This is an optimization exercise on Yosys and OpenROAD, whose aim is small area and a short achievable clock period, not a production implementation.
Function was checked by simulation only, so behaviour that the tests miss may differ from the original.
No driver is modelled on the clock port, so clocking that relies on it looks cheaper here than on a real chip.
Power and IR drop assume default switching activity.

--- config.mk ---
export PLATFORM = sky130hd
export DESIGN_NAME = booth_recoded_multiplier
export DESIGN_NICKNAME = booth_recoded_multiplier
export VERILOG_FILES = /design/flow/design.v
export SDC_FILE = /design/flow/constraint.sdc
export NUM_CORES = 4
export LEC_CHECK = 0
export CAP_MARGIN = 20
export CORE_MARGIN = 2
export CORE_UTILIZATION = 70
export HOLD_SLACK_MARGIN = 0.05
export SLEW_MARGIN = 20
export SYNTH_HIERARCHICAL = 1
export SYNTH_MINIMUM_KEEP_SIZE = 0
--- constraint.sdc ---
create_clock -name core_clock -period 8.5 [get_ports {clk}]
set_input_delay 1.7000 -clock core_clock [delete_from_list [all_inputs] [get_ports {clk}]]
set_output_delay 1.7000 -clock core_clock [all_outputs]
set_load 0.01 [all_outputs]
--- design.v ---
module booth_recoded_multiplier(clk, reset, multiplicand, multiplier, prod);
  input clk, reset;
  input [11:0] multiplicand, multiplier;
  output reg [23:0] prod;
  reg [11:0] A, B;
  wire [23:0] X, Y, P;
  wire p1;
  wire p2;
  wire p3;
  wire p4;
  wire p5;
  wire p6;
  wire p7;
  wire p8;
  wire p9;
  wire p10;
  wire p11;
  wire p12;
  wire p13;
  wire p14;
  wire p15;
  wire p16;
  wire p17;
  wire p18;
  wire p19;
  wire p20;
  wire p21;
  wire p22;
  wire p23;
  wire p24;
  wire p25;
  wire p26;
  wire p27;
  wire p28;
  wire p29;
  wire p30;
  wire p31;
  wire p32;
  wire p33;
  wire p34;
  wire p35;
  wire p36;
  wire p37;
  wire p38;
  wire p39;
  wire p40;
  wire p41;
  wire p42;
  wire p43;
  wire p44;
  wire p45;
  wire p46;
  wire p47;
  wire p48;
  wire p49;
  wire p50;
  wire p51;
  wire p52;
  wire p53;
  wire p54;
  wire p55;
  wire p56;
  wire p57;
  wire p58;
  wire p59;
  wire p60;
  wire p61;
  wire p62;
  wire p63;
  wire p64;
  wire p65;
  wire p66;
  wire p67;
  wire p68;
  wire p69;
  wire p70;
  wire p71;
  wire p72;
  wire p73;
  wire p74;
  wire p75;
  wire p76;
  wire p77;
  wire p78;
  wire p79;
  wire p80;
  wire p81;
  wire p82;
  wire p83;
  wire p84;
  wire p85;
  wire p86;
  wire p87;
  wire p88;
  wire p89;
  wire p90;
  wire p91;
  wire p92;
  wire p93;
  wire p94;
  wire p95;
  wire p96;
  wire p97;
  wire p98;
  wire p99;
  wire p100;
  wire p101;
  wire p102;
  wire p103;
  wire p104;
  wire p105;
  wire p106;
  wire p107;
  wire p108;
  wire p109;
  wire p110;
  wire p111;
  wire p112;
  wire p113;
  wire p114;
  wire p115;
  wire p116;
  wire p117;
  wire p118;
  wire p119;
  wire p120;
  wire p121;
  wire p122;
  wire p123;
  wire p124;
  wire p125;
  wire p126;
  wire p127;
  wire p128;
  wire p129;
  wire p130;
  wire p131;
  wire p132;
  wire p133;
  wire p134;
  wire p135;
  wire p136;
  wire p137;
  wire p138;
  wire p139;
  wire p140;
  wire p141;
  wire p142;
  wire p143;
  wire p144;
  wire hs145;
  wire hc146;
  wire fs147;
  wire fc148;
  wire hs149;
  wire hc150;
  wire fs151;
  wire fc152;
  wire fs153;
  wire fc154;
  wire hs155;
  wire hc156;
  wire fs157;
  wire fc158;
  wire fs159;
  wire fc160;
  wire fs161;
  wire fc162;
  wire hs163;
  wire hc164;
  wire fs165;
  wire fc166;
  wire fs167;
  wire fc168;
  wire fs169;
  wire fc170;
  wire fs171;
  wire fc172;
  wire hs173;
  wire hc174;
  wire fs175;
  wire fc176;
  wire fs177;
  wire fc178;
  wire fs179;
  wire fc180;
  wire fs181;
  wire fc182;
  wire fs183;
  wire fc184;
  wire fs185;
  wire fc186;
  wire fs187;
  wire fc188;
  wire fs189;
  wire fc190;
  wire fs191;
  wire fc192;
  wire fs193;
  wire fc194;
  wire hs195;
  wire hc196;
  wire fs197;
  wire fc198;
  wire fs199;
  wire fc200;
  wire fs201;
  wire fc202;
  wire fs203;
  wire fc204;
  wire fs205;
  wire fc206;
  wire fs207;
  wire fc208;
  wire hs209;
  wire hc210;
  wire fs211;
  wire fc212;
  wire fs213;
  wire fc214;
  wire fs215;
  wire fc216;
  wire fs217;
  wire fc218;
  wire fs219;
  wire fc220;
  wire fs221;
  wire fc222;
  wire fs223;
  wire fc224;
  wire hs225;
  wire hc226;
  wire fs227;
  wire fc228;
  wire fs229;
  wire fc230;
  wire fs231;
  wire fc232;
  wire fs233;
  wire fc234;
  wire fs235;
  wire fc236;
  wire fs237;
  wire fc238;
  wire fs239;
  wire fc240;
  wire fs241;
  wire fc242;
  wire hs243;
  wire hc244;
  wire fs245;
  wire fc246;
  wire fs247;
  wire fc248;
  wire fs249;
  wire fc250;
  wire fs251;
  wire fc252;
  wire fs253;
  wire fc254;
  wire fs255;
  wire fc256;
  wire fs257;
  wire fc258;
  wire fs259;
  wire fc260;
  wire fs261;
  wire fc262;
  wire hs263;
  wire hc264;
  wire ks265;
  wire kc266;
  wire fs267;
  wire fc268;
  wire fs269;
  wire fc270;
  wire fs271;
  wire fc272;
  wire fs273;
  wire fc274;
  wire fs275;
  wire fc276;
  wire fs277;
  wire fc278;
  wire fs279;
  wire fc280;
  wire fs281;
  wire fc282;
  wire fs283;
  wire fc284;
  wire fs285;
  wire fc286;
  wire fs287;
  wire fc288;
  wire fs289;
  wire fc290;
  wire fs291;
  wire fc292;
  wire fs293;
  wire fc294;
  wire fs295;
  wire fc296;
  wire fs297;
  wire fc298;
  wire fs299;
  wire fc300;
  wire fs301;
  wire fc302;
  wire fs303;
  wire fc304;
  wire fs305;
  wire fc306;
  wire fs307;
  wire fc308;
  wire fs309;
  wire fc310;
  wire fs311;
  wire fc312;
  wire fs313;
  wire fc314;
  wire fs315;
  wire fc316;
  wire fs317;
  wire fc318;
  wire fs319;
  wire fc320;
  wire fs321;
  wire fc322;
  wire fs323;
  wire fc324;
  wire fs325;
  wire fc326;
  wire fs327;
  wire fc328;
  wire fs329;
  wire fc330;
  wire fs331;
  wire fc332;
  wire fs333;
  wire fc334;
  wire fs335;
  wire fc336;
  wire fs337;
  wire fc338;
  wire fs339;
  wire fc340;
  wire fs341;
  wire fc342;
  wire fs343;
  wire fc344;
  wire fs345;
  wire fc346;
  wire fs347;
  wire fc348;
  wire fs349;
  wire fc350;
  wire fs351;
  wire fc352;
  wire fs353;
  wire fc354;
  wire fs355;
  wire fc356;
  wire fs357;
  wire fc358;
  wire fs359;
  wire fc360;
  wire fs361;
  wire fc362;
  wire fs363;
  wire fc364;
  wire fs365;
  wire fc366;
  wire fs367;
  wire fc368;
  wire fs369;
  wire fc370;
  wire fs371;
  wire fc372;
  wire fs373;
  wire fc374;
  assign p1 = ~(A[0] & B[0]);
  assign p2 = ~(A[0] & B[1]);
  assign p3 = ~(A[0] & B[2]);
  assign p4 = ~(A[0] & B[3]);
  assign p5 = ~(A[0] & B[4]);
  assign p6 = ~(A[0] & B[5]);
  assign p7 = ~(A[0] & B[6]);
  assign p8 = ~(A[0] & B[7]);
  assign p9 = ~(A[0] & B[8]);
  assign p10 = ~(A[0] & B[9]);
  assign p11 = ~(A[0] & B[10]);
  assign p12 = (A[0] & B[11]);
  assign p13 = ~(A[1] & B[0]);
  assign p14 = ~(A[1] & B[1]);
  assign p15 = ~(A[1] & B[2]);
  assign p16 = ~(A[1] & B[3]);
  assign p17 = ~(A[1] & B[4]);
  assign p18 = ~(A[1] & B[5]);
  assign p19 = ~(A[1] & B[6]);
  assign p20 = ~(A[1] & B[7]);
  assign p21 = ~(A[1] & B[8]);
  assign p22 = ~(A[1] & B[9]);
  assign p23 = ~(A[1] & B[10]);
  assign p24 = (A[1] & B[11]);
  assign p25 = ~(A[2] & B[0]);
  assign p26 = ~(A[2] & B[1]);
  assign p27 = ~(A[2] & B[2]);
  assign p28 = ~(A[2] & B[3]);
  assign p29 = ~(A[2] & B[4]);
  assign p30 = ~(A[2] & B[5]);
  assign p31 = ~(A[2] & B[6]);
  assign p32 = ~(A[2] & B[7]);
  assign p33 = ~(A[2] & B[8]);
  assign p34 = ~(A[2] & B[9]);
  assign p35 = ~(A[2] & B[10]);
  assign p36 = (A[2] & B[11]);
  assign p37 = ~(A[3] & B[0]);
  assign p38 = ~(A[3] & B[1]);
  assign p39 = ~(A[3] & B[2]);
  assign p40 = ~(A[3] & B[3]);
  assign p41 = ~(A[3] & B[4]);
  assign p42 = ~(A[3] & B[5]);
  assign p43 = ~(A[3] & B[6]);
  assign p44 = ~(A[3] & B[7]);
  assign p45 = ~(A[3] & B[8]);
  assign p46 = ~(A[3] & B[9]);
  assign p47 = ~(A[3] & B[10]);
  assign p48 = (A[3] & B[11]);
  assign p49 = ~(A[4] & B[0]);
  assign p50 = ~(A[4] & B[1]);
  assign p51 = ~(A[4] & B[2]);
  assign p52 = ~(A[4] & B[3]);
  assign p53 = ~(A[4] & B[4]);
  assign p54 = ~(A[4] & B[5]);
  assign p55 = ~(A[4] & B[6]);
  assign p56 = ~(A[4] & B[7]);
  assign p57 = ~(A[4] & B[8]);
  assign p58 = ~(A[4] & B[9]);
  assign p59 = ~(A[4] & B[10]);
  assign p60 = (A[4] & B[11]);
  assign p61 = ~(A[5] & B[0]);
  assign p62 = ~(A[5] & B[1]);
  assign p63 = ~(A[5] & B[2]);
  assign p64 = ~(A[5] & B[3]);
  assign p65 = ~(A[5] & B[4]);
  assign p66 = ~(A[5] & B[5]);
  assign p67 = ~(A[5] & B[6]);
  assign p68 = ~(A[5] & B[7]);
  assign p69 = ~(A[5] & B[8]);
  assign p70 = ~(A[5] & B[9]);
  assign p71 = ~(A[5] & B[10]);
  assign p72 = (A[5] & B[11]);
  assign p73 = ~(A[6] & B[0]);
  assign p74 = ~(A[6] & B[1]);
  assign p75 = ~(A[6] & B[2]);
  assign p76 = ~(A[6] & B[3]);
  assign p77 = ~(A[6] & B[4]);
  assign p78 = ~(A[6] & B[5]);
  assign p79 = ~(A[6] & B[6]);
  assign p80 = ~(A[6] & B[7]);
  assign p81 = ~(A[6] & B[8]);
  assign p82 = ~(A[6] & B[9]);
  assign p83 = ~(A[6] & B[10]);
  assign p84 = (A[6] & B[11]);
  assign p85 = ~(A[7] & B[0]);
  assign p86 = ~(A[7] & B[1]);
  assign p87 = ~(A[7] & B[2]);
  assign p88 = ~(A[7] & B[3]);
  assign p89 = ~(A[7] & B[4]);
  assign p90 = ~(A[7] & B[5]);
  assign p91 = ~(A[7] & B[6]);
  assign p92 = ~(A[7] & B[7]);
  assign p93 = ~(A[7] & B[8]);
  assign p94 = ~(A[7] & B[9]);
  assign p95 = ~(A[7] & B[10]);
  assign p96 = (A[7] & B[11]);
  assign p97 = ~(A[8] & B[0]);
  assign p98 = ~(A[8] & B[1]);
  assign p99 = ~(A[8] & B[2]);
  assign p100 = ~(A[8] & B[3]);
  assign p101 = ~(A[8] & B[4]);
  assign p102 = ~(A[8] & B[5]);
  assign p103 = ~(A[8] & B[6]);
  assign p104 = ~(A[8] & B[7]);
  assign p105 = ~(A[8] & B[8]);
  assign p106 = ~(A[8] & B[9]);
  assign p107 = ~(A[8] & B[10]);
  assign p108 = (A[8] & B[11]);
  assign p109 = ~(A[9] & B[0]);
  assign p110 = ~(A[9] & B[1]);
  assign p111 = ~(A[9] & B[2]);
  assign p112 = ~(A[9] & B[3]);
  assign p113 = ~(A[9] & B[4]);
  assign p114 = ~(A[9] & B[5]);
  assign p115 = ~(A[9] & B[6]);
  assign p116 = ~(A[9] & B[7]);
  assign p117 = ~(A[9] & B[8]);
  assign p118 = ~(A[9] & B[9]);
  assign p119 = ~(A[9] & B[10]);
  assign p120 = (A[9] & B[11]);
  assign p121 = ~(A[10] & B[0]);
  assign p122 = ~(A[10] & B[1]);
  assign p123 = ~(A[10] & B[2]);
  assign p124 = ~(A[10] & B[3]);
  assign p125 = ~(A[10] & B[4]);
  assign p126 = ~(A[10] & B[5]);
  assign p127 = ~(A[10] & B[6]);
  assign p128 = ~(A[10] & B[7]);
  assign p129 = ~(A[10] & B[8]);
  assign p130 = ~(A[10] & B[9]);
  assign p131 = ~(A[10] & B[10]);
  assign p132 = (A[10] & B[11]);
  assign p133 = (A[11] & B[0]);
  assign p134 = (A[11] & B[1]);
  assign p135 = (A[11] & B[2]);
  assign p136 = (A[11] & B[3]);
  assign p137 = (A[11] & B[4]);
  assign p138 = (A[11] & B[5]);
  assign p139 = (A[11] & B[6]);
  assign p140 = (A[11] & B[7]);
  assign p141 = (A[11] & B[8]);
  assign p142 = (A[11] & B[9]);
  assign p143 = (A[11] & B[10]);
  assign p144 = ~(A[11] & B[11]);
  assign hs145 = ~(p2 ^ p13);
  assign hc146 = p2 | p13;
  fa ufs147 (.a(p3), .b(p14), .ci(p25), .s(fs147), .co(fc148));
  assign hs149 = ~(hc146 ^ fs147);
  assign hc150 = hc146 | fs147;
  fa ufs151 (.a(p4), .b(p15), .ci(p26), .s(fs151), .co(fc152));
  fa ufs153 (.a(p37), .b(fc148), .ci(fs151), .s(fs153), .co(fc154));
  assign hs155 = ~(hc150 ^ fs153);
  assign hc156 = hc150 | fs153;
  fa ufs157 (.a(p5), .b(p16), .ci(p27), .s(fs157), .co(fc158));
  fa ufs159 (.a(p38), .b(p49), .ci(fc152), .s(fs159), .co(fc160));
  fa ufs161 (.a(fs157), .b(fc154), .ci(fs159), .s(fs161), .co(fc162));
  assign hs163 = ~(hc156 ^ fs161);
  assign hc164 = hc156 | fs161;
  fa ufs165 (.a(p6), .b(p17), .ci(p28), .s(fs165), .co(fc166));
  fa ufs167 (.a(p39), .b(p50), .ci(p61), .s(fs167), .co(fc168));
  fa ufs169 (.a(fc158), .b(fs165), .ci(fs167), .s(fs169), .co(fc170));
  fa ufs171 (.a(fc160), .b(fs169), .ci(fc162), .s(fs171), .co(fc172));
  assign hs173 = ~(hc164 ^ fs171);
  assign hc174 = hc164 | fs171;
  fa ufs175 (.a(p7), .b(p18), .ci(p29), .s(fs175), .co(fc176));
  fa ufs177 (.a(p40), .b(p51), .ci(p62), .s(fs177), .co(fc178));
  fa ufs179 (.a(p73), .b(fc166), .ci(fc168), .s(fs179), .co(fc180));
  fa ufs181 (.a(fs175), .b(fs177), .ci(fc170), .s(fs181), .co(fc182));
  fa ufs183 (.a(fs179), .b(fs181), .ci(fc172), .s(fs183), .co(fc184));
  fa ufs185 (.a(p8), .b(p19), .ci(p30), .s(fs185), .co(fc186));
  fa ufs187 (.a(p41), .b(p52), .ci(p63), .s(fs187), .co(fc188));
  fa ufs189 (.a(p74), .b(p85), .ci(fc176), .s(fs189), .co(fc190));
  fa ufs191 (.a(fc178), .b(fs185), .ci(fs187), .s(fs191), .co(fc192));
  fa ufs193 (.a(fc180), .b(fs189), .ci(fs191), .s(fs193), .co(fc194));
  assign hs195 = ~(fc182 ^ fs193);
  assign hc196 = fc182 | fs193;
  fa ufs197 (.a(p9), .b(p20), .ci(p31), .s(fs197), .co(fc198));
  fa ufs199 (.a(p42), .b(p53), .ci(p64), .s(fs199), .co(fc200));
  fa ufs201 (.a(p75), .b(p86), .ci(p97), .s(fs201), .co(fc202));
  fa ufs203 (.a(fc186), .b(fc188), .ci(fs197), .s(fs203), .co(fc204));
  fa ufs205 (.a(fs199), .b(fs201), .ci(fc190), .s(fs205), .co(fc206));
  fa ufs207 (.a(fc192), .b(fs203), .ci(fs205), .s(fs207), .co(fc208));
  assign hs209 = ~(fc194 ^ hc196);
  assign hc210 = fc194 | hc196;
  fa ufs211 (.a(p10), .b(p21), .ci(p32), .s(fs211), .co(fc212));
  fa ufs213 (.a(p43), .b(p54), .ci(p65), .s(fs213), .co(fc214));
  fa ufs215 (.a(p76), .b(p87), .ci(p98), .s(fs215), .co(fc216));
  fa ufs217 (.a(p109), .b(fc198), .ci(fc200), .s(fs217), .co(fc218));
  fa ufs219 (.a(fc202), .b(fs211), .ci(fs213), .s(fs219), .co(fc220));
  fa ufs221 (.a(fs215), .b(fc204), .ci(fs217), .s(fs221), .co(fc222));
  fa ufs223 (.a(fs219), .b(fc206), .ci(fs221), .s(fs223), .co(fc224));
  assign hs225 = ~(fc208 ^ fs223);
  assign hc226 = fc208 | fs223;
  fa ufs227 (.a(p11), .b(p22), .ci(p33), .s(fs227), .co(fc228));
  fa ufs229 (.a(p44), .b(p55), .ci(p66), .s(fs229), .co(fc230));
  fa ufs231 (.a(p77), .b(p88), .ci(p99), .s(fs231), .co(fc232));
  fa ufs233 (.a(p110), .b(p121), .ci(fc212), .s(fs233), .co(fc234));
  fa ufs235 (.a(fc214), .b(fc216), .ci(fs227), .s(fs235), .co(fc236));
  fa ufs237 (.a(fs229), .b(fs231), .ci(fc218), .s(fs237), .co(fc238));
  fa ufs239 (.a(fc220), .b(fs233), .ci(fs235), .s(fs239), .co(fc240));
  fa ufs241 (.a(fs237), .b(fc222), .ci(fs239), .s(fs241), .co(fc242));
  assign hs243 = ~(fc224 ^ fs241);
  assign hc244 = fc224 | fs241;
  fa ufs245 (.a(p12), .b(p23), .ci(p34), .s(fs245), .co(fc246));
  fa ufs247 (.a(p45), .b(p56), .ci(p67), .s(fs247), .co(fc248));
  fa ufs249 (.a(p78), .b(p89), .ci(p100), .s(fs249), .co(fc250));
  fa ufs251 (.a(p111), .b(p122), .ci(p133), .s(fs251), .co(fc252));
  fa ufs253 (.a(fc228), .b(fc230), .ci(fc232), .s(fs253), .co(fc254));
  fa ufs255 (.a(fs245), .b(fs247), .ci(fs249), .s(fs255), .co(fc256));
  fa ufs257 (.a(fs251), .b(fc234), .ci(fc236), .s(fs257), .co(fc258));
  fa ufs259 (.a(fs253), .b(fs255), .ci(fc238), .s(fs259), .co(fc260));
  fa ufs261 (.a(fs257), .b(fc240), .ci(fs259), .s(fs261), .co(fc262));
  assign hs263 = ~(fc242 ^ hc244);
  assign hc264 = fc242 | hc244;
  ha uks265 (.a(p24), .b(p35), .s(ks265), .c(kc266));
  fa ufs267 (.a(p46), .b(p57), .ci(p68), .s(fs267), .co(fc268));
  fa ufs269 (.a(p79), .b(p90), .ci(p101), .s(fs269), .co(fc270));
  fa ufs271 (.a(p112), .b(p123), .ci(p134), .s(fs271), .co(fc272));
  fa ufs273 (.a(ks265), .b(fc246), .ci(fc248), .s(fs273), .co(fc274));
  fa ufs275 (.a(fc250), .b(fc252), .ci(fs267), .s(fs275), .co(fc276));
  fa ufs277 (.a(fs269), .b(fs271), .ci(fc254), .s(fs277), .co(fc278));
  fa ufs279 (.a(fc256), .b(fs273), .ci(fs275), .s(fs279), .co(fc280));
  fa ufs281 (.a(fc258), .b(fs277), .ci(fs279), .s(fs281), .co(fc282));
  fa ufs283 (.a(fc260), .b(fs281), .ci(fc262), .s(fs283), .co(fc284));
  fa ufs285 (.a(p36), .b(p47), .ci(p58), .s(fs285), .co(fc286));
  fa ufs287 (.a(p69), .b(p80), .ci(p91), .s(fs287), .co(fc288));
  fa ufs289 (.a(p102), .b(p113), .ci(p124), .s(fs289), .co(fc290));
  fa ufs291 (.a(p135), .b(kc266), .ci(fc268), .s(fs291), .co(fc292));
  fa ufs293 (.a(fc270), .b(fc272), .ci(fs285), .s(fs293), .co(fc294));
  fa ufs295 (.a(fs287), .b(fs289), .ci(fc274), .s(fs295), .co(fc296));
  fa ufs297 (.a(fc276), .b(fs291), .ci(fs293), .s(fs297), .co(fc298));
  fa ufs299 (.a(fc278), .b(fs295), .ci(fc280), .s(fs299), .co(fc300));
  fa ufs301 (.a(fs297), .b(fc282), .ci(fs299), .s(fs301), .co(fc302));
  fa ufs303 (.a(p48), .b(p59), .ci(p70), .s(fs303), .co(fc304));
  fa ufs305 (.a(p81), .b(p92), .ci(p103), .s(fs305), .co(fc306));
  fa ufs307 (.a(p114), .b(p125), .ci(p136), .s(fs307), .co(fc308));
  fa ufs309 (.a(fc286), .b(fc288), .ci(fc290), .s(fs309), .co(fc310));
  fa ufs311 (.a(fs303), .b(fs305), .ci(fs307), .s(fs311), .co(fc312));
  fa ufs313 (.a(fc292), .b(fc294), .ci(fs309), .s(fs313), .co(fc314));
  fa ufs315 (.a(fs311), .b(fc296), .ci(fc298), .s(fs315), .co(fc316));
  fa ufs317 (.a(fs313), .b(fc300), .ci(fs315), .s(fs317), .co(fc318));
  fa ufs319 (.a(p60), .b(p71), .ci(p82), .s(fs319), .co(fc320));
  fa ufs321 (.a(p93), .b(p104), .ci(p115), .s(fs321), .co(fc322));
  fa ufs323 (.a(p126), .b(p137), .ci(fc304), .s(fs323), .co(fc324));
  fa ufs325 (.a(fc306), .b(fc308), .ci(fs319), .s(fs325), .co(fc326));
  fa ufs327 (.a(fs321), .b(fc310), .ci(fc312), .s(fs327), .co(fc328));
  fa ufs329 (.a(fs323), .b(fs325), .ci(fc314), .s(fs329), .co(fc330));
  fa ufs331 (.a(fs327), .b(fc316), .ci(fs329), .s(fs331), .co(fc332));
  fa ufs333 (.a(p72), .b(p83), .ci(p94), .s(fs333), .co(fc334));
  fa ufs335 (.a(p105), .b(p116), .ci(p127), .s(fs335), .co(fc336));
  fa ufs337 (.a(p138), .b(fc320), .ci(fc322), .s(fs337), .co(fc338));
  fa ufs339 (.a(fs333), .b(fs335), .ci(fc324), .s(fs339), .co(fc340));
  fa ufs341 (.a(fc326), .b(fs337), .ci(fc328), .s(fs341), .co(fc342));
  fa ufs343 (.a(fs339), .b(fc330), .ci(fs341), .s(fs343), .co(fc344));
  fa ufs345 (.a(p84), .b(p95), .ci(p106), .s(fs345), .co(fc346));
  fa ufs347 (.a(p117), .b(p128), .ci(p139), .s(fs347), .co(fc348));
  fa ufs349 (.a(fc334), .b(fc336), .ci(fs345), .s(fs349), .co(fc350));
  fa ufs351 (.a(fs347), .b(fc338), .ci(fs349), .s(fs351), .co(fc352));
  fa ufs353 (.a(fc340), .b(fs351), .ci(fc342), .s(fs353), .co(fc354));
  fa ufs355 (.a(p96), .b(p107), .ci(p118), .s(fs355), .co(fc356));
  fa ufs357 (.a(p129), .b(p140), .ci(fc346), .s(fs357), .co(fc358));
  fa ufs359 (.a(fc348), .b(fs355), .ci(fc350), .s(fs359), .co(fc360));
  fa ufs361 (.a(fs357), .b(fs359), .ci(fc352), .s(fs361), .co(fc362));
  fa ufs363 (.a(p108), .b(p119), .ci(p130), .s(fs363), .co(fc364));
  fa ufs365 (.a(p141), .b(fc356), .ci(fs363), .s(fs365), .co(fc366));
  fa ufs367 (.a(fc358), .b(fs365), .ci(fc360), .s(fs367), .co(fc368));
  fa ufs369 (.a(p120), .b(p131), .ci(p142), .s(fs369), .co(fc370));
  fa ufs371 (.a(fc364), .b(fs369), .ci(fc366), .s(fs371), .co(fc372));
  fa ufs373 (.a(p132), .b(p143), .ci(fc370), .s(fs373), .co(fc374));
  assign X = {1'b1, p144, fc372, fc368, fc362, fc354, fc344, fc332, fc318, fc302, fc284, hc264, fs261, hc226, hc210, fs207, fc184, hc174, hs173, hs163, hs155, hs149, hs145, p1};
  assign Y = {1'b1, fc374, fs373, fs371, fs367, fs361, fs353, fs343, fs331, fs317, fs301, fs283, hs263, hs243, hs225, hs209, hs195, fs183, 1'b1, 1'b1, 1'b1, 1'b1, 1'b1, 1'b1};
  assign P = (~(X + Y + 24'd1)) ^ 24'h800000;
  always @(posedge clk or posedge reset)
    if (reset) begin A <= 12'd0; prod <= 24'd0; end
    else begin A <= multiplicand; prod <= P; end
  always @(posedge clk)
    B <= multiplier;
endmodule
module fa(input a, input b, input ci, output s, output co);
  assign s = a ^ b ^ ci;
  assign co = (a & b) | (ci & (a ^ b));
endmodule
module ha(input a, input b, output s, output c);
  assign s = a ^ b;
  assign c = a & b;
endmodule
--- flow/run.sh ---
#!/bin/bash
set -euo pipefail
export BUFFER_PORTS_ARGS="-buffer_cell sky130_fd_sc_hd__buf_1"
export CTS_ARGS="-sink_clustering_enable -repair_clock_nets -dont_use_dummy_load"
bash standard.sh synth floorplan place cts > log_make_to_cts.txt 2>&1

R=orfs/results/${FLOW_PLATFORM}/booth_recoded_multiplier/base
mkdir -p skew
cp $R/4_cts.odb skew/4_cts_noskew.odb
export SKEW_SDC=$R/4_cts.sdc
export SKEW_LIB=$FLOW_HOME/platforms/${FLOW_PLATFORM}/lib/sky130_fd_sc_hd__tt_025C_1v80.lib
export SKEW_RC=$FLOW_HOME/platforms/${FLOW_PLATFORM}/setRC.tcl
chains=(
  "clkdlybuf4s50_1 clkbuf_16"
  "clkdlybuf4s50_1 clkdlybuf4s25_1 clkbuf_16"
  "clkdlybuf4s50_1 clkdlybuf4s50_1 clkbuf_16"
  "clkdlybuf4s50_1 clkdlybuf4s50_1 clkbuf_1 clkbuf_16"
  "clkdlybuf4s50_1 clkdlybuf4s50_1 clkbuf_2 clkbuf_16"
  "clkdlybuf4s50_1 clkdlybuf4s50_1 clkbuf_1 clkbuf_1 clkbuf_16"
  "clkdlybuf4s50_1 clkdlybuf4s50_1 clkbuf_2 clkbuf_2 clkbuf_16"
  "clkdlybuf4s50_1 clkdlybuf4s50_1 clkbuf_2 clkbuf_2 clkbuf_2 clkbuf_16"
  "clkdlybuf4s50_1 clkdlybuf4s50_1 clkdlybuf4s15_1 clkbuf_16"
  "clkdlybuf4s50_1 clkdlybuf4s50_1 clkdlybuf4s15_1 clkbuf_1 clkbuf_16"
  "clkdlybuf4s50_1 clkdlybuf4s50_1 clkdlybuf4s18_1 clkbuf_1 clkbuf_16"
  "clkdlybuf4s50_1 clkdlybuf4s50_1 clkdlybuf4s25_1 clkbuf_16"
  "clkdlybuf4s50_1 clkdlybuf4s50_1 clkdlybuf4s50_1 clkbuf_16"
)
# bases: the placed design as CTS left it, and after setup repair towards tighter targets
cp skew/4_cts_noskew.odb skew/base_0.odb
for m in 3.8; do
  ( REPAIR_IN=skew/4_cts_noskew.odb REPAIR_OUT=skew/base_$m.odb REPAIR_MARGIN=$m \
      openroad -no_splash -exit flow/repair.tcl > skew/repair_$m.log 2>&1 || true ) &
done
wait
n=0
for base in 0 3.8; do
  [ -f skew/base_$base.odb ] || continue
  for up in 0 1; do
   for split in 0 3; do
    for ch in "${chains[@]}"; do
      ( SKEW_IN=skew/base_$base.odb SKEW_HOLDFIX=0.05 SKEW_UPAB=$up SKEW_SPLIT=$split SKEW_SPLITCELL=clkbuf_8 SKEW_THR=1.4 SKEW_CHAIN="$ch" \
          SKEW_OUT=skew/try_$n.odb openroad -no_splash -exit flow/skew_apply.tcl > skew/try_$n.log 2>&1 || true ) &
      n=$((n + 1))
      while [ "$(jobs -rp | wc -l)" -ge "${NUM_CORES:-4}" ]; do sleep 0.5; done
    done
   done
  done
done
wait
best=$(grep -H SKEW_RESULT skew/try_*.log | sed -E 's/^skew\/try_([0-9]+)\.log:.*setup_after=([^ ]+) hold_after=([^ ]+) clkslew=([^ ]+) area=([^ ]+) sr2r=([^ ]+) sout=([^ ]+).*/\1 \2 \3 \4 \5 \6 \7/' \
  | awk -v p=$FLOW_PERIOD_NS '$4 < 0.100 { s = $2*1e9; r = $6 - 0.16; if (r < s) s = r; if ($7 < s) s = $7;
        printf "%s %.2f %.4f\n", $1, (p - s) * $5, $3*1e9 }' \
  | sort -k2,2g | awk 'NR==1{top=$2} $2<=top*1.002' | sort -k3,3gr | head -1 | cut -d' ' -f1)
grep -h SKEW_RESULT skew/try_*.log > skew/results.txt || true
if [ -n "$best" ] && [ -f skew/try_$best.odb ]; then
  echo "chosen: try_$best $(grep SKEW_RESULT skew/try_$best.log)" >> skew/results.txt
  cp skew/try_$best.odb $R/4_cts.odb
fi
rm -f skew/try_*.odb skew/base_*.odb
bash standard.sh route finish > log_make_route_finish.txt 2>&1
--- flow/repair.tcl ---
read_db $::env(REPAIR_IN)
read_liberty $::env(SKEW_LIB)
read_sdc $::env(SKEW_SDC)
source $::env(SKEW_RC)
estimate_parasitics -placement
repair_timing -setup -setup_margin $::env(REPAIR_MARGIN) -verbose
detailed_placement
check_placement
estimate_parasitics -placement
puts "REPAIR_RESULT margin=$::env(REPAIR_MARGIN) setup=[sta::worst_slack_cmd max]"
write_db $::env(REPAIR_OUT)
--- flow/skew_apply.tcl ---
read_db $::env(SKEW_IN)
read_liberty $::env(SKEW_LIB)
read_sdc $::env(SKEW_SDC)
source $::env(SKEW_RC)
estimate_parasitics -placement

# optionally the operand flip-flops (fanout 12 each) get the next drive strength
if {[info exists ::env(SKEW_UPAB)] && $::env(SKEW_UPAB)} {
  foreach pin [get_pins -hierarchical {A*/CLK B*/CLK}] {
    set inst [$pin instance]
    set cell [get_name [$inst liberty_cell]]
    if {[regsub {_1$} $cell {_2} up]} {
      replace_cell $inst [get_lib_cells */$up]
    }
  }
  estimate_parasitics -placement
}
set s0 [sta::worst_slack_cmd max]
set block [ord::get_db_block]
set dbu [[ord::get_db_tech] getDbUnitsPerMicron]

set moved {}
set moved_sta {}
foreach pin [get_pins -hierarchical prod*/D] {
  if {[get_property $pin slack_max] < $s0 * 1e9 + $::env(SKEW_THR)} {
    lappend moved [sta::sta_to_db_inst [$pin instance]]
    lappend moved_sta [$pin instance]
  }
}

# the clock root buffer (driven by the clk port) and its output net
set clknet [[$block findBTerm clk] getNet]
set rootinst ""
foreach it [$clknet getITerms] { if {[$it isInputSignal]} { set rootinst [$it getInst] } }
set rootnet ""
foreach it [$rootinst getITerms] { if {[$it isOutputSignal]} { set rootnet [[$it getNet] getName] } }
puts "SKEW: root [$rootinst getName] net $rootnet"

# centroid of the moved flip-flops
set x 0; set y 0
foreach i $moved {
  set bb [$i getBBox]
  set x [expr {$x + ([$bb xMin] + [$bb xMax]) / 2.0}]
  set y [expr {$y + ([$bb yMin] + [$bb yMax]) / 2.0}]
}
set n [llength $moved]
set cx [expr {$x / $n / $dbu}]; set cy [expr {$y / $n / $dbu}]

# move their clock pins onto the root net, then build the chain backwards from them
set oldnets {}
set rootdb [$block findNet $rootnet]
foreach i $moved {
  set it [$i findITerm CLK]
  lappend oldnets [[$it getNet] getName]
  $it disconnect
  $it connect $rootdb
}
# optionally the other flip-flops hang directly on the root net (no leaf buffers)
if {[info exists ::env(SKEW_FLAT)] && $::env(SKEW_FLAT)} {
  foreach inst [$block getInsts] {
    set it [$inst findITerm CLK]
    if {$it eq "NULL" || [lsearch -exact $moved $inst] >= 0} continue
    if {[[$inst getMaster] isSequential] == 0} continue
    set net [$it getNet]
    if {[$net getName] eq $rootnet} continue
    lappend oldnets [$net getName]
    $it disconnect
    $it connect $rootdb
  }
  if {[info exists ::env(SKEW_ROOTCELL)] && $::env(SKEW_ROOTCELL) ne ""} {
    replace_cell [get_cells [$rootinst getName]] [get_lib_cells */sky130_fd_sc_hd__$::env(SKEW_ROOTCELL)]
  }
}
estimate_parasitics -placement
set loads {}
foreach i $moved_sta { lappend loads [$i find_pin CLK] }
set k 0
foreach cell [lreverse $::env(SKEW_CHAIN)] {
  set name "skew_buf_$k"
  set b [insert_buffer -buffer_cell sky130_fd_sc_hd__$cell -net $rootnet -load_pins $loads \
      -location [list $cx $cy] -buffer_name $name -net_name "skew_net_$k"]
  puts "SKEW: inserted $b [get_full_name $b]"
  set loads [get_pins [get_full_name $b]/A]
  lappend chain_insts [get_full_name $b]
  incr k
}
foreach b $chain_insts {
  set dbi [$block findInst $b]
  $dbi setPlacementStatus PLACED
  foreach it [$dbi getITerms] { if {[$it isOutputSignal]} { [$it getNet] setSigType CLOCK } }
}

# optionally the other flip-flops leave the clock tree and get their clock from the port
# through SKEW_SPLIT buffers (clkbuf_8, one per group of nearby flip-flops); the
# original root buffer is then only the head of the delay chain
if {[info exists ::env(SKEW_SPLIT)] && $::env(SKEW_SPLIT) > 0} {
  set rest {}
  foreach inst [$block getInsts] {
    set it [$inst findITerm CLK]
    if {$it eq "NULL" || [lsearch -exact $moved $inst] >= 0} continue
    if {[[$inst getMaster] isSequential] == 0} continue
    set bb [$inst getBBox]
    lappend rest [list $inst [expr {([$bb xMin] + [$bb xMax]) / 2.0}] [expr {([$bb yMin] + [$bb yMax]) / 2.0}]]
  }
  set rest [lsort -real -index 1 $rest]
  set ng $::env(SKEW_SPLIT)
  set per [expr {int(ceil([llength $rest] / double($ng)))}]
  set clkname [$clknet getName]
  for {set g 0} {$g < $ng} {incr g} {
    set grp [lrange $rest [expr {$g * $per}] [expr {($g + 1) * $per - 1}]]
    if {[llength $grp] == 0} continue
    set gx 0; set gy 0
    foreach e $grp {
      set inst [lindex $e 0]
      set it [$inst findITerm CLK]
      lappend oldnets [[$it getNet] getName]
      $it disconnect
      $it connect $clknet
      set gx [expr {$gx + [lindex $e 1]}]; set gy [expr {$gy + [lindex $e 2]}]
    }
    set gx [expr {$gx / [llength $grp] / $dbu}]; set gy [expr {$gy / [llength $grp] / $dbu}]
    estimate_parasitics -placement
    set gl {}
    foreach e $grp { lappend gl [get_pins -of_objects [get_cells [[lindex $e 0] getName]] -filter "name==CLK"] }
    set b [insert_buffer -buffer_cell sky130_fd_sc_hd__$::env(SKEW_SPLITCELL) -net $clkname -load_pins $gl \
        -location [list $gx $gy] -buffer_name "clksplit_$g" -net_name "clksplit_net_$g"]
    set dbi [$block findInst [get_full_name $b]]
    $dbi setPlacementStatus PLACED
    foreach it [$dbi getITerms] { if {[$it isOutputSignal]} { [$it getNet] setSigType CLOCK } }
    puts "SKEW: split group $g: [llength $grp] flip-flops on [get_full_name $b]"
  }
}

# leaf buffers left without a load go
foreach nn [lsort -unique $oldnets] {
  set dbn [$block findNet $nn]
  if {$dbn eq "NULL"} continue
  set nload 0
  foreach it [$dbn getITerms] { if {[$it isInputSignal]} { incr nload } }
  if {$nload == 0} {
    foreach it [$dbn getITerms] {
      if {[$it isOutputSignal]} {
        set inst [$it getInst]
        puts "SKEW: removing unloaded clock buffer [$inst getName]"
        odb::dbInst_destroy $inst
      }
    }
    odb::dbNet_destroy $dbn
  }
}

# with the split, the old root buffer only feeds the delay chain: the chain then starts
# at the port and the root buffer goes
if {[info exists ::env(SKEW_SPLIT)] && $::env(SKEW_SPLIT) > 0} {
  set rdb [$block findNet $rootnet]
  set loads_left {}
  foreach it [$rdb getITerms] { if {[$it isInputSignal]} { lappend loads_left $it } }
  foreach it $loads_left { $it disconnect; $it connect $clknet }
  puts "SKEW: root buffer [$rootinst getName] removed; chain starts at the port"
  odb::dbInst_destroy $rootinst
  odb::dbNet_destroy $rdb
}
detailed_placement
check_placement
estimate_parasitics -placement
# hold repair here, where it may not eat into the setup slack the skew has won
if {[info exists ::env(SKEW_HOLDFIX)] && $::env(SKEW_HOLDFIX)} {
  set sm [expr {[sta::worst_slack_cmd max] * 1e9 - 0.02}]
  repair_timing -hold -setup_margin $sm -hold_margin $::env(SKEW_HOLDFIX)
  detailed_placement
  estimate_parasitics -placement
}
set s1 [sta::worst_slack_cmd max]
set h1 [sta::worst_slack_cmd min]
set sr2r 1e9
foreach p [get_pins -hierarchical prod*/D] { set v [get_property $p slack_max]; if {$v < $sr2r} { set sr2r $v } }
set sout 1e9
foreach p [get_ports prod*] { set v [get_property $p slack_max]; if {$v < $sout} { set sout $v } }
set area 0.0
foreach inst [$block getInsts] {
  set m [$inst getMaster]
  set area [expr {$area + [$m getWidth] * [$m getHeight] / double($dbu * $dbu)}]
}
# largest clock-pin slew over all flip-flops, and a rough area for the hold fixes to come
# (one ~10 um2 delay buffer per 0.35 ns of negative hold slack at each endpoint)
set maxslew 0.0
set holdfix 0
foreach pin [get_pins -hierarchical */CLK] {
  set sl [get_property $pin slew_max]
  if {$sl > $maxslew} { set maxslew $sl }
}
foreach pin [get_pins -hierarchical */D] {
  set hs [get_property $pin slack_min]
  if {$hs < 0} { incr holdfix [expr {int(ceil(-$hs / 0.35))}] }
}
set area [expr {$area + 10.0 * $holdfix}]
if {[info exists ::env(SKEW_DUMP)] && $::env(SKEW_DUMP)} {
  foreach p [get_pins -hierarchical prod*/D] {
    set f [get_full_name [$p instance]]
    regexp {prod\[([0-9]+)\]} $f -> bit
    set q [get_ports "prod\[$bit\]"]
    puts [format "DUMP %-24s setup %.3f hold %.3f out %.3f" $f [get_property $p slack_max] [get_property $p slack_min] [get_property $q slack_max]]
  }
}
puts "SKEW_RESULT in=[file tail $::env(SKEW_IN)] split=[expr {[info exists ::env(SKEW_SPLIT)] ? $::env(SKEW_SPLIT) : 0}] upab=[expr {[info exists ::env(SKEW_UPAB)] ? $::env(SKEW_UPAB) : 0}] flat=[expr {[info exists ::env(SKEW_FLAT)] ? $::env(SKEW_FLAT) : 0}] thr=$::env(SKEW_THR) chain={$::env(SKEW_CHAIN)} moved=$n setup_before=$s0 setup_after=$s1 hold_after=$h1 clkslew=$maxslew area=$area sr2r=$sr2r sout=$sout"
report_clock_latency
if {[info exists ::env(SKEW_OUT)] && $::env(SKEW_OUT) ne ""} {
  write_db $::env(SKEW_OUT)
}
--- standard.sh ---
#!/bin/bash
# synth_recipe.tcl (not shown) runs the flow's synth.tcl, then flattens the netlist and writes it again
# the make line also repeats each setting of config.mk as NAME=value (left out here)
make -C /OpenROAD-flow-scripts/flow DESIGN_CONFIG=/design/flow/config.mk WORK_HOME=/design/flow/orfs CLKGATE_MAP_FILE= SYNTH_SCRIPT=/design/flow/synth_recipe.tcl "${@:-finish}"
==> metrics.yaml <==
run_status:
  status: "finished clean"
cells_and_area:
  final_area_um2: 5400
  final_util: 0.790
  final_cells: 603
  areaGrowthSynthToFinish_pct: 8.36
  drive_gt1_frac: 0.0789
  fillers: 470
  diodes: 0
  nets: 668
sta:
  slew_violations: 0
  hold_viol_final: 0
  fin_crit_sh: 0.418
  timing.setup.tns_ns: 0
  worst_pin_slew_ns: 0.530
  final.min_clock_period_ns: 3.55
  fin_ws_ns: 4.95
  hold_slack_ns: 0.0793
  rsz0062_at_grt: "no"
  timing.final.setup_violations: 0
  fin_worst_skew_ns: 1.19
  timing.fmax_mhz: 282
  slew-limit-headroom: 0.647
synth:
  synth_cells: 466
  syn-num-nets: 625
  synth_flop_cell: "dfrtp_1"
  syn_avg_cell_area_um2: 10.7
  netlist_area_um2: 4980
  seq_area_frac_synth: 0.229
  yosysWarnings: 7
  synthArstFlopShare: 0.750
  yosysMostFrequentCell: "nand2_1"
  synth_top_area_share: 0.422
  synth_common_cells: "nand2_1 (129), fa_1 (105), dfrtp_1 (36)"
  synth_cell_types: 35
  ys_seq_elements: 48
  post-synth-top-area-cell: "fa_1"
  synth_edf_count: 0
  synthTopCellsByArea: "fa_1 (42%), dfrtp_1 (18%), nand2_1 (9.7%)"
clock_tree:
  numCtsBuffers: 5
  cts_tree: "yes"
  cts_max_level: 2
  cts.sinks: 48
  cts_buffer_depth: 2
  clock_latency_ns: 1.32
  cts_resized: 0
  cts_setup_buffers: 0
  holdBufCountCts: 0
  clk_pin_slew_ns: 0.08
  clockRootBuffer: "clkbuf_8"
critical_path:
  worstSetupStartpointType: "flip-flop"
  crit_cells: 15
  slowest_stage: "dfxtp_2"
  arrival_ns: 4.76
  max_stage_delay_ns: 0.50
  worstPathCellList: "nand2_1 > fa_1 > fa_1 > fa_1 > fa_1 > fa_1 > inv_1 > ha_1 > fa_1 > nand2b_1 > a21oi_2 > o211ai_1 > o31ai_1 > a21oi_1 > xor2_1"
  cp_num_buf_inv: 1
  cpMostUsedCell: "fa_1"
  end_kind: "flip-flop"
  crit_type: "reg2reg"
  worstPathRequired_ns: 9.71
  r2r.worst_path.cells: 15
  cp_top_family: "adder cells"
  critical_path_peak_fanout: 12
placement:
  hpwlAfterDp_um: 8040
  postPlaceCellArea_um2: 5200
  dp_slack_ns: 3.66
  gp_congestion: 0.851
  numPortBuffers: 49
  place_inst: 588
grt:
  grt_pass1_wl_um: 18400
  antenna_found_initial: 0
  grt_start_max_net_pins: 37
  grt_pass1_vias: 3941
  grt_use_total: 0.350
  grt.overflow.total: 0
floorplanning:
  ios: 50
  die_area_um2: 7810
  die_h_um: 88.4
  initial_core_util: 0.729
  core_um2: 6830
  fp-row-count: 30
  fp.dieW_um: 88.4
detailed_routing:
  dr_total_vias: 3595
  routed_wl_um: 11200
  drt_iter0_drc: 291
  first_pass_iters: 5
  via_per_inst: 5.96
  routedWlPerCell_um: 18.5
  drc: 0
  antenna_left: 0
pwr:
  total_power_mw: 2.26
  total_leakage_power_nw: 2.20
  p_per_area_nw_per_um2: 418
  ir_drop_mv: 0.362
flow_run:
  cap_viol_max_count: 0
min_path:
  min_path_type: "reg2reg"
  hold_depth: 5
[Yosys stat by module, one instance, submodules excluded]
| module | cells | flip-flops and latches |
|---|---|---|
| booth_recoded_multiplier | 361 | 48 |
| fa | 1 | 0 |
| ha | 1 | 0 |
[path summary, 6_finish.rpt]
path / start / endpoint / slack, ns
setup / recovery: B[3]$_DFF_P_ / prod[20]$_DFF_PP0_ / 4.95
hold / removal: B[9]$_DFF_P_ / prod[20]$_DFF_PP0_ / 0.08
setup reg to reg: B[3]$_DFF_P_ / prod[20]$_DFF_PP0_ / 4.95
max in group asynchronous: reset / A[6]$_DFF_PP0_ / 6.50
hold reg to reg: B[9]$_DFF_P_ / prod[20]$_DFF_PP0_ / 0.08
min in group asynchronous: reset / prod[9]$_DFF_PP0_ / 0.45
[per-layer routing]
layer / share of wire / vias to the layer above / global-route usage
met3: 0.082 / 40 / 0.0662
met5: 0 / - / 0
li1: - / 1531 / -
met4: 0.035 / 0 / 0.136
met1: 0.37 / 1805 / 0.449
met2: 0.51 / 219 / 0.596
[power by group]
group	internal, mW	total [mW]	switching (mW)	leakage, nW
sequential	0.317	0.353	0.0366	0.515
clock	0.0746	0.144	0.0696	0.0463
combinational	0.749	1.76	1.01	1.64
total	1.14	2.26	1.12	2.20
[state kept, by name, indices dropped and copies added, names as in the netlist]
name and count:
prod 24, A 12, B 12
[worst reg2reg max path, stage by stage, from the launching register on]
cell and delay [ns]:
dfxtp_2 0.50, nand2_1 0.13, fa_1 0.50, fa_1 0.40
fa_1 0.42, fa_1 0.40, fa_1 0.50, inv_1 0.04
ha_1 0.23, fa_1 0.41, nand2b_1 0.19, a21oi_2 0.22
o211ai_1 0.16, o31ai_1 0.24, a21oi_1 0.11, xor2_1 0.15
[logic make-up (layout without fill, tap and decap cells)]
kind of cell | after synthesis | count (layout) | share of synthesized area
buf+inv | 48 | 89 | 0.0362
flops | 48 | 48 | 0.229
xor+xnor | 14 | 14 | 0.0246
fa+ha+maj | 133 | 133 | 0.492
simple gates | 177 | 177 | 0.153
compound gates | 46 | 46 | 0.0648
[layout make-up]
class,instances,area (µm²),area share
clock buffer,7,96.3,0.0178
timing repair buffer,58,264,0.0489
inverter,24,90.1,0.0167
multi-input combinational,370,3660,0.678
sequential,48,1170,0.216
tap,96,120,0.0223
[cells in the final DEF, fill, tap and decap left out, drive strengths merged, types with 2 or more instances in the layout]
cell type and instances:
a21o 7, and2 25, ha 28, a21oi 18, nand2 129, o211ai 2
clkdlybuf4s50 2, nor2b 2, xnor2 5, fa 105, nand3b 2, inv 24
o21ai 10, buf 53, dfrtp 36, o21a 3, dfxtp 12, nand2b 4
nand3 2, clkbuf 4, xor2 9, nor2 9, dlygate4sd3 5

[static timing again, ports no longer ideal]
How much do the figures lean on ideal ports? The routed layout below was timed once more, with nothing changed but the port constraints. Step 1: set_driving_cell puts a clkbuf_16 on clk and a buf_2 on each other input, an assumption about the parent block. Step 2, shift: input delay + t, output delay - t, t = (earliest + latest rising clock arrival at the registers) / 2. This alone moves slack from input paths to output paths. Slacks: no drivers / after step 1 / after step 2; pairs: no drivers / after step 1.
shift t [ns]: 0.788
slack for setup (ns): 4.950 / 4.909 / 4.948
worst hold slack (ns): 0.079 / 0.081 / 0.081
worst setup path at the end: register to register
latest minus earliest clock arrival (ns): 1.194 / 1.192
Clock arrivals are far apart in this run, so t is only a midpoint there and step 2 fits no single register. For this run, drivers alone change the setup slack by -0.041 ns; drivers and shift together by -0.002 ns.
